This design comes from an exercise in tuning for small area, a short achievable clock period and few clock cycles on the open sky130 flow, not from production work. Function was not checked in any run shown here: the RTL went through the layout flow alone. Power is estimated from default activity; no workload was simulated.

[flow/flow/run.sh]
#!/bin/bash
# Standard layout (the standard.sh) with these changes:
# - adders keep Yosys's default carry-lookahead mapping instead of the
#   Kogge-Stone extra map, and are not turned into half/full adder cells, so
#   ABC maps them;
# - the port buffers are the smallest buffer cell (repair_timing upsizes the
#   ones on critical paths).
set -euo pipefail
export ADDER_MAP_FILE=
export SYNTH_OPERATIONS_ARGS=-nordff
export BUFFER_PORTS_ARGS="-buffer_cell sky130_fd_sc_hd__buf_1"
bash standard.sh > flow_make.log 2>&1
[flow/standard.sh]
#!/bin/bash
# synth_recipe.tcl (not shown) runs the flow's synth.tcl, then flattens the netlist and writes it again
# the make line also repeats each setting of config.mk as NAME=value (left out here)
make -C /OpenROAD-flow-scripts/flow DESIGN_CONFIG=/design/flow/config.mk WORK_HOME=/design/flow/orfs CLKGATE_MAP_FILE= SYNTH_SCRIPT=/design/flow/synth_recipe.tcl "${@:-finish}"
[flow/config.mk]
export PLATFORM = sky130hd
export DESIGN_NAME = Div
export DESIGN_NICKNAME = Div
export VERILOG_FILES = /design/flow/design.v
export SDC_FILE = /design/flow/constraint.sdc
export NUM_CORES = 4
export LEC_CHECK = 0
export ABC_AREA = 1
export CAP_MARGIN = 20
export CORE_MARGIN = 2
export CORE_UTILIZATION = 60
export CTS_BUF_LIST = sky130_fd_sc_hd__clkbuf_4 sky130_fd_sc_hd__clkbuf_8
export CTS_CLUSTER_SIZE = 20
export SETUP_SLACK_MARGIN = 3.0
export SLEW_MARGIN = 20
[flow/constraint.sdc]
create_clock -name core_clock -period 6.0 [get_ports {clk}]
set_input_delay 1.2000 -clock core_clock [delete_from_list [all_inputs] [get_ports {clk}]]
set_output_delay 1.2000 -clock core_clock [all_outputs]
set_load 0.01 [all_outputs]
[flow/design.v]
module Div (
    input wire clk,
    input wire reset_total,
    input wire reset_local,
    input wire [31:0] dividend_in,
    input wire [31:0] divisor_in,
    output reg zero_division_flag,
    output wire [31:0] remainder_out,
    output wire [31:0] quotient_out,
    output wire done
);
    function [6:0] lzc32;
        input [31:0] x;
        reg [15:0] v1; reg [15:0] c1;
        reg [7:0]  v2; reg [15:0] c2;
        reg [3:0]  v3; reg [11:0] c3;
        reg [1:0]  v4; reg [7:0]  c4;
        reg        v5; reg [4:0]  c5;
        integer k;
        begin
            for (k = 0; k < 16; k = k + 1) begin
                v1[k] = x[31-2*k] | x[30-2*k];
                c1[k] = ~x[31-2*k];
            end
            for (k = 0; k < 8; k = k + 1) begin
                v2[k] = v1[2*k] | v1[2*k+1];
                c2[2*k+:2] = v1[2*k] ? {1'b0, c1[2*k]} : {1'b1, c1[2*k+1]};
            end
            for (k = 0; k < 4; k = k + 1) begin
                v3[k] = v2[2*k] | v2[2*k+1];
                c3[3*k+:3] = v2[2*k] ? {1'b0, c2[4*k+:2]} : {1'b1, c2[4*k+2+:2]};
            end
            for (k = 0; k < 2; k = k + 1) begin
                v4[k] = v3[2*k] | v3[2*k+1];
                c4[4*k+:4] = v3[2*k] ? {1'b0, c3[6*k+:3]} : {1'b1, c3[6*k+3+:3]};
            end
            v5 = v4[0] | v4[1];
            c5 = v4[0] ? {1'b0, c4[3:0]} : {1'b1, c4[7:4]};
            lzc32 = {v5, ~v5, c5 & {5{v5}}};    
        end
    endfunction
    wire        sa = dividend_in[31];
    wire        sb = divisor_in[31];
    wire        ca = sa & ~&(dividend_in[31:1] | ~dividend_in[30:0]);
    wire [6:0]  la = lzc32(sa ? {~dividend_in[30:0], 1'b1} : dividend_in);
    wire [6:0]  lb = lzc32(divisor_in ^ {32{sb}});
    wire [4:0]  lb5 = lb[4:0] | {5{lb[5]}};
    wire        bz = ~sb & ~lb[6];
    wire [6:0]  cmp = {1'b0, la[5:0]} + {2'b11, ~lb5} + {6'd0, ca};
    wire        trivial = ~cmp[6];
    reg  [31:0] r;       
    reg  [31:0] q;       
    reg  [32:0] d;       
    reg  [4:0]  za;      
    reg  [4:0]  zb;      
    reg         zc;      
    reg         run;     
    reg         p2;      
    reg         sr;      
    reg         sq;      
    wire [32:0] rx = {r[31], r};
    wire [32:0] d2 = {d[32], d[32:1]};
    wire [32:0] t = rx + d + 33'd1;
    wire        tz = &(rx ^ d);
    wire        ge = sr ? (t[32] | tz) : ~t[32];
    wire [32:0] t2 = rx + d2 + 33'd1;
    wire        tz2 = &(rx ^ d2);
    wire        ge2 = sr ? (t2[32] | tz2) : ~t2[32];
    wire [4:0]  s = zb + ~za + {4'd0, ~zc};
    reg  [32:0] d_sh;
    integer i;
    always @* begin
        d_sh = d;
        for (i = 0; i < 5; i = i + 1)
            if (s[i]) d_sh = (d_sh << (1 << i)) | ~({33{1'b1}} << (1 << i));
    end
    wire        go = ~trivial & ~bz;
    wire        step = run & ~p2;
    wire        last = (za == 5'd0);
    wire        take = run & ge & (~p2 | sq);
    wire        take2 = step & ~ge & ~last & ge2;
    always @(posedge clk) begin
        if (reset_local)
            r <= dividend_in & {32{~bz}};
        else if (take)
            r <= t[31:0];
        else if (take2)
            r <= t2[31:0];
        if (reset_local)
            d <= (sa ^ sb) ? {sb, divisor_in} - 33'd1 : ~{sb, divisor_in};
        else if (p2)
            d <= d_sh;
        else if (ge)
            d <= d2;
        else
            d <= {{2{d[32]}}, d[32:2]};
        if (reset_total) begin
            run <= 1'b0;
            p2 <= 1'b0;
        end else if (reset_local) begin
            run <= go;
            p2 <= go;
            za <= la[4:0];
            zb <= lb5;
            zc <= ca;
            q <= 32'd0;
            sr <= sa;
            sq <= sa ^ sb;
            zero_division_flag <= bz;
        end else if (p2) begin
            p2 <= 1'b0;
            za <= s;
            if (!ge) run <= 1'b0;
            q <= {32{sq & ge}};
        end else if (run) begin
            if (ge | last) begin
                q <= {q[30:0], ge ^ sq};
                za <= za - 5'd1;
                if (last) run <= 1'b0;
            end else begin
                q <= {q[29:0], sq, ge2 ^ sq};
                za <= za - 5'd2;
                if (za == 5'd1) run <= 1'b0;
            end
        end
    end
    assign done = ~run;
    assign quotient_out  = q;
    assign remainder_out = r;
endmodule
==> out/qor.csv, run 1 <==
stage;metric;value;unit
status;run status;timing/DRC/antenna clean;
layout;Layout fillers;1760;
clock_tree;CTS Sinks;113;
logic_synthesis;Post-synth EDFFs;80;
grt;GRT Resource Usage Total;40.05;%
clock_tree;post-cts hold buffer count;0;
sta;slew at the pin closest to its max-slew limit;0.8362;ns
layout;Sequential cell area;3103;um2
floorplanning;Core ar.;20100;um2
floorplanning;die area;21480;um2
drt;WL final;46430;um
setup_path;Startpoint Class;flop;
drt;Post-DRT Antenna Nets;0;
setup_path;CP Cell Sequence;nand2_1 -> inv_1 -> nor2_2 -> nand2_1 -> nor2_2 -> nand4_1 -> o31ai_4 -> nand2_4 -> nand2_8 -> nand2_4 -> nand2_8 -> inv_4 -> o31ai_4 -> buf_6 -> clkbuf_16;
clock_tree;H-tree depth;4;
logic_synthesis;dominant synthesized flop cell;edfxtp_1;
logic_synthesis;syn_nets;2104;
sta;Max Clock Skew;0.01125;ns
clock_tree;Reg clk slew, reported paths;0.09;ns
setup_path;critical path fanouts, max;14;
drt;post-DR wirelength/cell;18.56;um
layout;fraction of layout cells with a size suffix above 1;16.36;%
sta;RSZ-0062 raised after global routing;yes;
place;dpl ws;1.979;ns
logic_synthesis;Async S/R FF share, synth;0;%
drt;Detailed Routing Iterations Pass 1;13;
grt;initial antenna violation count;0;
layout;final core utilization;73.39;%
grt;number of global-route vias before repair;13192;
logic_synthesis;Post-Syn Instances;2037;
floorplanning;row cnt;52;
setup_path;Crit path required time;6.22;ns
floorplanning;I/O pin cnt;133;
place;routability cong.;1.010;
logic_synthesis;Synth cell types;59;
grt;largest net degree at the start of global routing;63;
hold_path;HP Start;run;
clock_tree;CTS tree;built;
setup_path;Worst Setup End Kind;flop;
place;detailed placement HPWL;31340;um
sta;Final period util;49.67;%
sta;Finish-stage setup viols;0;
layout;Layout area overhead;21.02;%
logic_synthesis;Syn. warnings;1;
sta;FMAX;335.6;MHz
run;Max-Cap Viols;0;
drt;DRT iter0 DRCs;1882;
setup_path;launch point of the worst reg-to-reg path;r[4];
sta;minimum clock period;2.980;ns
setup_path;crit path DAT;3.20;ns
clock_tree;cts bufs inserted;17;
setup_path;critical path class;flop to flop;
logic_synthesis;post-synthesis sequential area ratio;25.12;%
floorplanning;Die Y;146.5;um
place;port bufs;132;
logic_synthesis;#FFs+latches synth;113;
clock_tree;worst-skew pair later-pin latency;0.49;ns
sta;relative slew slack;44.05;%
power_and_ir_drop;Pleak;6.856;nW
clock_tree;CTS root buf;clkbuf_8;
sta;TNS Setup;0;ns
drt;vias after detailed routing;15149;
hold_path;Tightest Hold Check Type;flop to flop;
grt;GRT overflow;0;
grt;first-pass GRT wire length;68350;um
layout;Layout Nets;2285;
layout;area of the multi-input gates;8439;um2
power_and_ir_drop;Pwr per Cell Area;548.9;nW/um2
sta;final hold violations;0;
setup_path;CP max stage cell;edfxtp_1;
power_and_ir_drop;Peak VDD IR;0.4296;mV
floorplanning;initial core utilization;60.64;%
drt;routed vias/inst;6.055;
logic_synthesis;Synth Cell Area;12190;um2
logic_synthesis;syn avg cell area;5.985;um2
drt;# DRC;0;
sta;Final WS setup;3.020;ns
floorplanning;Die Width;146.5;um
sta;fin. max-slew vios;0;
setup_path;CP max stage delay;0.48;ns
clock_tree;clock buffer depth;2;
setup_path;CP Launch Point;r[4];
==> worst max-delay path, delay by kind of cell (launching register included) <==
family | cells | cell delay, ns
simple gates | 9 | 1.21
compound gates | 2 | 0.46
flops | 1 | 0.48
buf+inv | 4 | 0.52
==> cell families (layout without fill, tap and decap cells) <==
logic type      after synthesis  in the layout  share of synthesized area (%)
simple gates               1026           1033                          35.18
compound gates              500            500                          23.67
buf+inv                     341            527                          11.61
flops                       113            113                          25.12
xor+xnor                     55             56                          4.259
mux                           2              2                         0.1642
other cells                   0              1                              0
==> state kept, by name, summed over array words and instances (netlist names) <==
signal	cells
d	33
q	32
r	32
za	5
zb	5
p2	1
run	1
sq	1
sr	1
zc	1
zero_division_flag	1
==> metrics by stage <==
stage	hold slack [ns]	area (um2)	std cells	power [mW]
floorplan	0.4933	12290	2037	5.106
global placement	0.5049	12810	2374	6.067
detailed placement	0.5399	12810	2374	6.152
CTS	0.5520	13690	2431	7.245
global route	0.5995	14750	2501	8.646
finish	0.5594	14750	2502	8.099
==> power by group <==
part / switching, mW / total, mW / leakage (nW) / internal [mW]
combinational: 3.55 / 5.58 / 5.59 / 2.02
sequential: 0.500 / 1.74 / 1.06 / 1.24
clock: 0.434 / 0.783 / 0.202 / 0.349
==> Yosys cell counts (5+ instances only) <==
cell       instances  share of area, %
nand2_2            8              0.41
nor3_1            10              0.41
nand4_1           13              0.67
o21a_1             7              0.43
o21ai_1           69               2.8
nand3b_1           7              0.43
buf_6              8              0.74
or2_1              7              0.36
inv_2             22              0.68
a21oi_1           96               3.9
o221ai_2           9               1.1
or2_2             15              0.77
dfxtp_1           33               5.4
clkbuf_1          28              0.86
nand2_1          643                20
edfxtp_1          80                20
o22ai_1           25               1.3
o221ai_1           5              0.36
buf_4              8              0.49
inv_1            235               7.2
nor2_1           181               5.6
o21ai_0          215               8.8
xnor2_1           21               1.5
nor2_2            12              0.62
nand3_1          116               4.8
xor2_1            29               2.1
o2111ai_1         11              0.79
buf_2             32               1.3
o211ai_1          34               2.1
==> worst paths after layout <==
check / end / slack [ns] / depth (start not counted)
worst max-delay path: r[10] / 3.02 / 15
worst max register to register: r[10] / 3.02 / 15
worst min register to register: run / 0.56 / 2
worst min-delay path: run / 0.56 / 2
==> cells in the final DEF, fill, tap and decap left out, types with 24 or more instances in the layout <==
master	instances
nand2_1	607
inv_1	229
o21ai_0	207
nor2_1	144
buf_1	129
nand3_1	113
a21oi_1	93
edfxtp_1	80
buf_4	80
o21ai_1	75
nand2_2	36
o211ai_1	34
nor2_2	28
xor2_1	25
nor2_4	24
==> layer usage <==
layer	part of all wire (%)	wire [um]	GRT usage (%)	up-vias
met5	0	0	0	-
met4	6.1	2818	20.44	0
met3	11	5139	7.469	227
met2	44	20580	63.37	984
met1	39	17900	52.51	6832
li1	-	-	-	7106
==> final cells by class <==
type                            count  area share (%)
Clock buffer                       17           1.586
Timing Repair inverter              1         0.03392
Tap cell                          270           2.290
Antenna cell                        1         0.01696
Timing Repair Buffer              231           9.600
Inverter                          263           7.132
Clock inverter                     15           1.111
Multi-Input combinational cell   1591           57.20
Sequential cell                   113           21.03
==> what timing repair did <==
item                                    4_1_cts  5_1_grt
gates resized for setup                      73      136
pin swaps                                    12       42
setup buffers                                18       63
gates cloned                                  7        6
endpoints found under the setup margin      138      133
==> run 2, diff against run 1 <==
--- a/flow/config.mk
+++ b/flow/config.mk
@@ -11,5 +11,5 @@
 export CORE_UTILIZATION = 60
 export CTS_BUF_LIST = sky130_fd_sc_hd__clkbuf_4 sky130_fd_sc_hd__clkbuf_8
 export CTS_CLUSTER_SIZE = 20
-export SETUP_SLACK_MARGIN = 3.0
+export SETUP_SLACK_MARGIN = 2.5
 export SLEW_MARGIN = 20
==> out/qor.csv, run 2 <==
stage;metric;value;unit
sta;Hold WS;0.5568;ns
logic_synthesis;area share of the largest cell type after synthesis;19.80;%
drt;DRT iter0 DRCs;1561;
floorplanning;Core ar.;20100;um2
drt;WL final;43670;um
grt;number of global-route vias before repair;12883;
floorplanning;Die Width;146.5;um
status;run status;timing/DRC/antenna clean;
hold_path;Tightest Hold Check Type;flop to flop;
grt;GR peak layer;met2;
drt;# DRC;0;
place;routability cong.;1.001;
power_and_ir_drop;Internal;3.204;mW
floorplanning;initial core utilization;60.64;%
clock_tree;CTS Sinks;113;
grt;met2 GRT Util;61.82;%
drt;Post-DRT Antenna Nets;0;
grt;M1 GR Usage;51.71;%
layout;Layout fillers;1934;
layout;Layout area overhead;10.51;%
clock_tree;Reg clk slew, reported paths;0.09;ns
power_and_ir_drop;clock group share of total power;10.5;%
logic_synthesis;multiplexer area fraction after synthesis;0.1642;%
sta;slew at the pin closest to its max-slew limit;0.9970;ns
layout;fraction of layout cells with a size suffix above 1;8.048;%
drt;Detailed Routing Iterations Pass 1;7;
power_and_ir_drop;Pleak;6.348;nW
sta;Max Clock Skew;0.01702;ns
layout;Most flops, register;d;
logic_synthesis;Syn. warnings;1;
sta;fin. max-slew vios;0;
place;port bufs;132;
logic_synthesis;syn_nets;2104;
grt;GRT overflow;0;
power_and_ir_drop;switching part of the total;56.20;%
logic_synthesis;complex-gate fraction of the synthesized area;23.67;%
logic_synthesis;largest family of logic cells by synthesized area;simple AND/OR/NAND/NOR gates;
floorplanning;die area;21480;um2
setup_path;crit path DAT;3.57;ns
setup_path;Startpoint Class;flop;
logic_synthesis;Post-synth EDFFs;80;
clock_tree;CTS tree;built;
sta;RSZ-0062 raised after global routing;yes;
power_and_ir_drop;switching power;4.112;mW
drt;post-DR wirelength/cell;17.96;um
clock_tree;post-cts hold buffer count;0;
layout;Sequential cell area;3063;um2
floorplanning;I/O pin cnt;133;
sta;TNS Setup;0;ns
logic_synthesis;syn avg cell area;5.985;um2
sta;relative slew slack;33.53;%
clock_tree;cts bufs inserted;17;
place;detailed placement HPWL;31530;um
sta;Finish-stage setup viols;0;
power_and_ir_drop;Peak VDD IR;0.3374;mV
layout;antenna diode count;0;
sta;Final period util;56.75;%
power_and_ir_drop;total power;7.316;mW
clock_tree;worst-skew pair later-pin latency;0.46;ns
drt;routed vias/inst;6.001;
layout;top flop regs;d: 33 flops, q: 32 flops, r: 32 flops;
grt;GRT Resource Usage Total;38.67;%
power_and_ir_drop;Comb power frac;66.5;%
run;Max-Cap Viols;0;
floorplanning;row cnt;52;
logic_synthesis;post-synthesis simple-gate area fraction;35.18;%
logic_synthesis;#FFs+latches synth;113;
layout;most frequent cells in the layout;nand2_1 (641), inv_1 (235), o21ai_0 (215);
grt;M3 GR Usage;6.906;%
logic_synthesis;Synth Area in Adders;0;%
logic_synthesis;Synth area leader;nand2_1;
sta;final hold violations;0;
layout;most common cell after layout, fill and taps aside;nand2_1;
setup_path;Worst Setup End Kind;flop;
power_and_ir_drop;sequential share of power;23.0;%
floorplanning;Die Y;146.5;um
logic_synthesis;dominant synthesized flop cell;edfxtp_1;
grt;initial antenna violation count;0;
sta;FMAX;293.7;MHz
logic_synthesis;ranking of synthesized cells by area;nand2_1 (20%), edfxtp_1 (20%), o21ai_0 (8.8%);
logic_synthesis;post-synthesis xor/xnor area fraction;4.259;%
layout;area of the multi-input gates;7869;um2
setup_path;critical path fanouts, max;14;
logic_synthesis;Post-Syn Instances;2037;
layout;Layout Nets;2216;
logic_synthesis;Synth cell types;59;
logic_synthesis;most common cell in the netlist;nand2_1;
clock_tree;CTS root buf;clkbuf_8;
logic_synthesis;Async S/R FF share, synth;0;%
clock_tree;H-tree depth;4;
grt;largest net degree at the start of global routing;63;
layout;max reg flops;33;
clock_tree;clock buffer depth;2;
drt;vias after detailed routing;14595;
logic_synthesis;Synth top cells by count;nand2_1 (643), inv_1 (235), o21ai_0 (215), nor2_1 (181), nand3_1 (116);
power_and_ir_drop;Pwr per Cell Area;543.0;nW/um2
logic_synthesis;Synth Cell Area;12190;um2
grt;first-pass GRT wire length;66530;um
setup_path;critical path class;flop to flop;
setup_path;Crit path required time;6.16;ns
sta;minimum clock period;3.405;ns
logic_synthesis;post-synthesis sequential area ratio;25.12;%
run 2: cell counts after synthesis:
Identical to the previous run, type by type.
run 2: final cells by class:
| type | instances | area share [%] |
|---|---|---|
| clock buffer | 17 | 1.737 |
| multi-input combinational | 1588 | 58.40 |
| inverter | 263 | 7.420 |
| tap | 270 | 2.507 |
| clock inverter | 15 | 1.189 |
| sequential | 113 | 22.73 |
| timing repair buffer | 166 | 6.009 |
run 2: stage by stage:
stage               utilization (%)  cell area [um2]  worst slack, ns  instances
floorplan                         -            12200            2.410       2037
global placement              63.42            12750            2.038       2376
detailed placement            63.42            12750            1.964       2376
CTS                           65.72            13210            2.513       2411
global route                  67.02            13470            2.471       2432
finish                        67.02            13470            2.595       2432
run 2: logic make-up (layout without fill, tap and decap cells):
| logic type | after synthesis | after routing |
|---|---|---|
| buffers and inverters | 341 | 461 |
| DFF | 113 | 113 |
| and+or+nand+nor | 1026 | 1031 |
| xor gates and xnor gates | 55 | 55 |
| muxes | 2 | 2 |
| AOI/OAI and AO/OA | 500 | 500 |
run 2: routing by layer:
layer | vias up | share of wire, %
li1 | 6965 | -
met1 | 6575 | 40
met2 | 907 | 45
met3 | 148 | 11
met4 | 0 | 4.1
met5 | - | 0
run 2: repair_timing:
item,CTS,global route
setup buffers,0,16
gates cloned,3,4
resized for setup,6,18
setup endpoints to repair,58,73
pin swaps,2,6
run 2: critical path, cell delays in order, from the launching register on:
cell	delay, ns
dfxtp_1	0.54
nor2_1	0.09
nor2_2	0.17
nand2_1	0.09
nor2_1	0.21
nand2_1	0.20
clkinv_1	0.09
nand2_2	0.07
nand2_4	0.11
nand3_2	0.09
nand2_1	0.09
nand2_2	0.19
nand2_8	0.19
nand2_4	0.16
nand2_8	0.18
inv_6	0.11
o31ai_4	0.08
buf_4	0.19
buf_6	0.20
run 2: final timing paths:
check	from	endpoint	slack (ns)	cells past startpoint
worst min register to register	run	run	0.56	2
worst min-delay path	run	run	0.56	2
worst max register to register	d[10]	r[30]	2.60	18
worst max-delay path	d[10]	r[30]	2.60	18
run 2: power groups by stage:
stage	clock, mW	sequential (mW)	combinational, mW
2_1_floorplan	0	1.56	3.53
6_report	0.770	1.68	4.86
4_1_cts	0.766	1.66	4.59
5_1_grt	0.799	1.71	5.39
3_3_place_gp	0	1.67	4.38
3_5_place_dp	0	1.68	4.46
==> run 3, diff against run 2 <==
--- a/flow/config.mk
+++ b/flow/config.mk
@@ -8,7 +8,7 @@
 export ABC_AREA = 1
 export CAP_MARGIN = 20
 export CORE_MARGIN = 2
-export CORE_UTILIZATION = 60
+export CORE_UTILIZATION = 50
 export CTS_BUF_LIST = sky130_fd_sc_hd__clkbuf_4 sky130_fd_sc_hd__clkbuf_8
 export CTS_CLUSTER_SIZE = 20
 export SETUP_SLACK_MARGIN = 2.5
==> out/qor.csv, run 3 <==
stage;metric;value;unit
logic_synthesis;Async S/R FF share, synth;0;%
drt;WL final;44020;um
grt;first-pass GRT wire length;67230;um
place;port bufs;132;
setup_path;critical path class;flop to flop;
status;run status;timing/DRC/antenna clean;
floorplanning;row cnt;57;
logic_synthesis;complex-gate fraction of the synthesized area;23.67;%
layout;top flop regs;d: 33 flops, q: 32 flops, r: 32 flops;
layout;Most flops, register;d;
logic_synthesis;Post-synth EDFFs;80;
layout;Layout fillers;2528;
power_and_ir_drop;switching part of the total;56.27;%
drt;# DRC;0;
logic_synthesis;Synth Cell Area;12190;um2
setup_path;critical path fanouts, max;16;
drt;Post-DRT Antenna Nets;0;
power_and_ir_drop;Peak VDD IR;0.3294;mV
logic_synthesis;largest family of logic cells by synthesized area;simple AND/OR/NAND/NOR gates;
clock_tree;clock buffer depth;2;
sta;fin. max-slew vios;0;
logic_synthesis;syn avg cell area;5.985;um2
place;routability cong.;0.9863;
floorplanning;die area;25650;um2
sta;FMAX;296.5;MHz
sta;Hold WS;0.5402;ns
clock_tree;H-tree depth;4;
logic_synthesis;post-synthesis sequential area ratio;25.12;%
sta;final hold violations;0;
layout;Layout area overhead;10.32;%
clock_tree;CTS Sinks;113;
layout;fraction of layout cells with a size suffix above 1;7.760;%
logic_synthesis;Synth cell types;59;
layout;Layout Nets;2206;
power_and_ir_drop;clock group share of total power;10.9;%
logic_synthesis;Post-Syn Instances;2037;
logic_synthesis;post-synthesis simple-gate area fraction;35.18;%
logic_synthesis;area share of the largest cell type after synthesis;19.80;%
logic_synthesis;post-synthesis xor/xnor area fraction;4.259;%
place;dpl ws;1.957;ns
sta;Max Clock Skew;0.02171;ns
sta;relative slew slack;27.33;%
logic_synthesis;syn_nets;2104;
sta;RSZ-0062 raised after global routing;no;
grt;initial antenna violation count;0;
clock_tree;CTS tree;built;
grt;GRT overflow;0;
floorplanning;Core ar.;24110;um2
power_and_ir_drop;Comb power frac;65.7;%
layout;max reg flops;33;
layout;final std cells w/o fill;2476;
floorplanning;Die Y;160.2;um
drt;post-DR wirelength/cell;17.78;um
grt;GRT Resource Usage Total;33.11;%
logic_synthesis;Syn. warnings;1;
logic_synthesis;Synth top cells by count;nand2_1 (643), inv_1 (235), o21ai_0 (215), nor2_1 (181), nand3_1 (116);
drt;vias after detailed routing;14090;
sta;Final period util;56.21;%
logic_synthesis;#FFs+latches synth;113;
run;Max-Cap Viols;0;
layout;most common cell after layout, fill and taps aside;nand2_1;
setup_path;crit path DAT;3.55;ns
layout;antenna diode count;0;
grt;number of global-route vias before repair;12505;
logic_synthesis;ranking of synthesized cells by area;nand2_1 (20%), edfxtp_1 (20%), o21ai_0 (8.8%);
sta;minimum clock period;3.373;ns
layout;most frequent cells in the layout;nand2_1 (641), inv_1 (235), o21ai_0 (215);
sta;Final WS setup;2.627;ns
sta;slew at the pin closest to its max-slew limit;1.082;ns
power_and_ir_drop;Pleak;6.293;nW
grt;largest net degree at the start of global routing;63;
setup_path;Crit path required time;6.18;ns
sta;TNS Setup;0;ns
power_and_ir_drop;Pwr per Cell Area;539.1;nW/um2
drt;DRT iter0 DRCs;1541;
sta;Finish-stage setup viols;0;
clock_tree;cts bufs inserted;17;
place;detailed placement HPWL;32730;um
floorplanning;I/O pin cnt;133;
floorplanning;initial core utilization;50.58;%
logic_synthesis;Synth Area in Adders;0;%
clock_tree;Reg clk slew, reported paths;0.11;ns
hold_path;Tightest Hold Check Type;flop to flop;
clock_tree;CTS root buf;clkbuf_8;
floorplanning;Die Width;160.2;um
setup_path;Worst Setup End Kind;flop;
clock_tree;worst-skew pair later-pin latency;0.48;ns
power_and_ir_drop;switching power;4.080;mW
logic_synthesis;Synth area leader;nand2_1;
setup_path;reg-to-reg setup timing slack;2.63;ns
place;Placed Cells;2430;
logic_synthesis;multiplexer area fraction after synthesis;0.1642;%
logic_synthesis;dominant synthesized flop cell;edfxtp_1;
logic_synthesis;most common cell in the netlist;nand2_1;
setup_path;Startpoint Class;flop;
drt;Detailed Routing Iterations Pass 1;7;
power_and_ir_drop;sequential share of power;23.4;%
drt;routed vias/inst;5.691;
power_and_ir_drop;Internal;3.171;mW
## run 3: worst paths after layout
check / from / to / depth (start not counted)
hold / removal: run / run / 2
setup reg to reg: d[12] / r[31] / 15
setup / recovery: d[12] / r[31] / 15
hold reg to reg: run / run / 2
## run 3: power by group through the flow
stage	Sequential [mW]	Clock (mW)	Combinational [mW]
floorplan	1.56	0	3.53
global placement	1.70	0	4.42
detailed placement	1.70	0	4.45
CTS	1.69	0.789	4.59
global route	1.73	0.822	5.30
finish	1.70	0.787	4.77
## run 3: per-layer routing
layer	vias to the layer above	wire, um	global-route usage, %
li1	6938	-	-
met1	6394	18750	44.98
met2	651	19640	52.72
met5	-	0	0
met3	107	3893	5.117
met4	0	1731	13.60
## run 3: logic make-up (layout without fill, tap and decap cells)
group	Yosys count	count (layout)
compound gates	500	500
xor+xnor	55	55
buf+inv	341	452
flops	113	113
mux	2	2
simple gates	1026	1030
## run 3: cell type report
type / instances / area (um2) / share of cell area, %
tap: 324 / 405.4 / 3.014
sequential: 113 / 3065 / 22.79
inverter: 263 / 1001 / 7.442
multi-input combinational: 1587 / 7865 / 58.47
clock buffer: 17 / 234.0 / 1.740
clock inverter: 15 / 165.2 / 1.228
timing repair buffer: 157 / 714.4 / 5.312
## run 3: timing repair
item,CTS,global route
gates resized for setup,9,16
setup endpoints to repair,68,99
buffers inserted,0,9
hold buffers,0,0
pin swaps,2,5
gates cloned,3,2
## run 3: metrics by stage
step | area (um2) | total power [mW] | utilization (%)
detailed placement | 12820 | 6.150 | 53.17
finish | 13450 | 7.252 | 55.80
floorplan | 12200 | 5.087 | -
global route | 13450 | 7.859 | 55.80
CTS | 13290 | 7.066 | 55.13
global placement | 12820 | 6.124 | 53.17
## run 3: worst max-delay path, stage by stage, from the launching register on
cell and delay, ns:
dfxtp_1 0.55, inv_1 0.23, nand2_1 0.11, nand2_1 0.08, nor2_1 0.16, nand3_1 0.13
nor2_1 0.37, nand2_1 0.12, nand2_2 0.19, nand3_1 0.10, nand3b_1 0.16, nand2_1 0.07
nand2_1 0.07, nand3_2 0.13, o31ai_4 0.34, clkbuf_16 0.28

-- what the ideal ports hide --
No port has a modelled driver above. Below, the same layouts with a new extraction and two added sets of constraints. Step 1 (the two cells are an assumption about what drives the block):
set clk [get_ports {clk}]
set_driving_cell -lib_cell sky130_fd_sc_hd__clkbuf_16 $clk
set_driving_cell -lib_cell sky130_fd_sc_hd__buf_2 [delete_from_list [all_inputs] $clk]
Step 2 times the ports against the registers' clock, not the clock port: input delays grow and output delays shrink by t, the midpoint of the rising clock arrivals with the driver on. Three values: ideal, step 1, step 2; two values: the first two.
run | shift t [ns] | slack for setup (ns) | latest minus earliest clock arrival (ns) | worst data-port slew with drivers (ns)
run 1 | 0.534 | 3.020 / 3.020 / 2.532 | 0.011 / 0.011 | 0.07
run 2 | 0.495 | 2.595 / 2.595 / 2.250 | 0.017 / 0.017 | 0.05
run 3 | 0.514 | 2.627 / 2.627 / 2.201 | 0.022 / 0.022 | 0.08
After both steps every run listed still meets setup and hold. For run 1, which loses most, drivers alone change the setup slack by 0.000 ns; drivers and shift together by -0.488 ns.
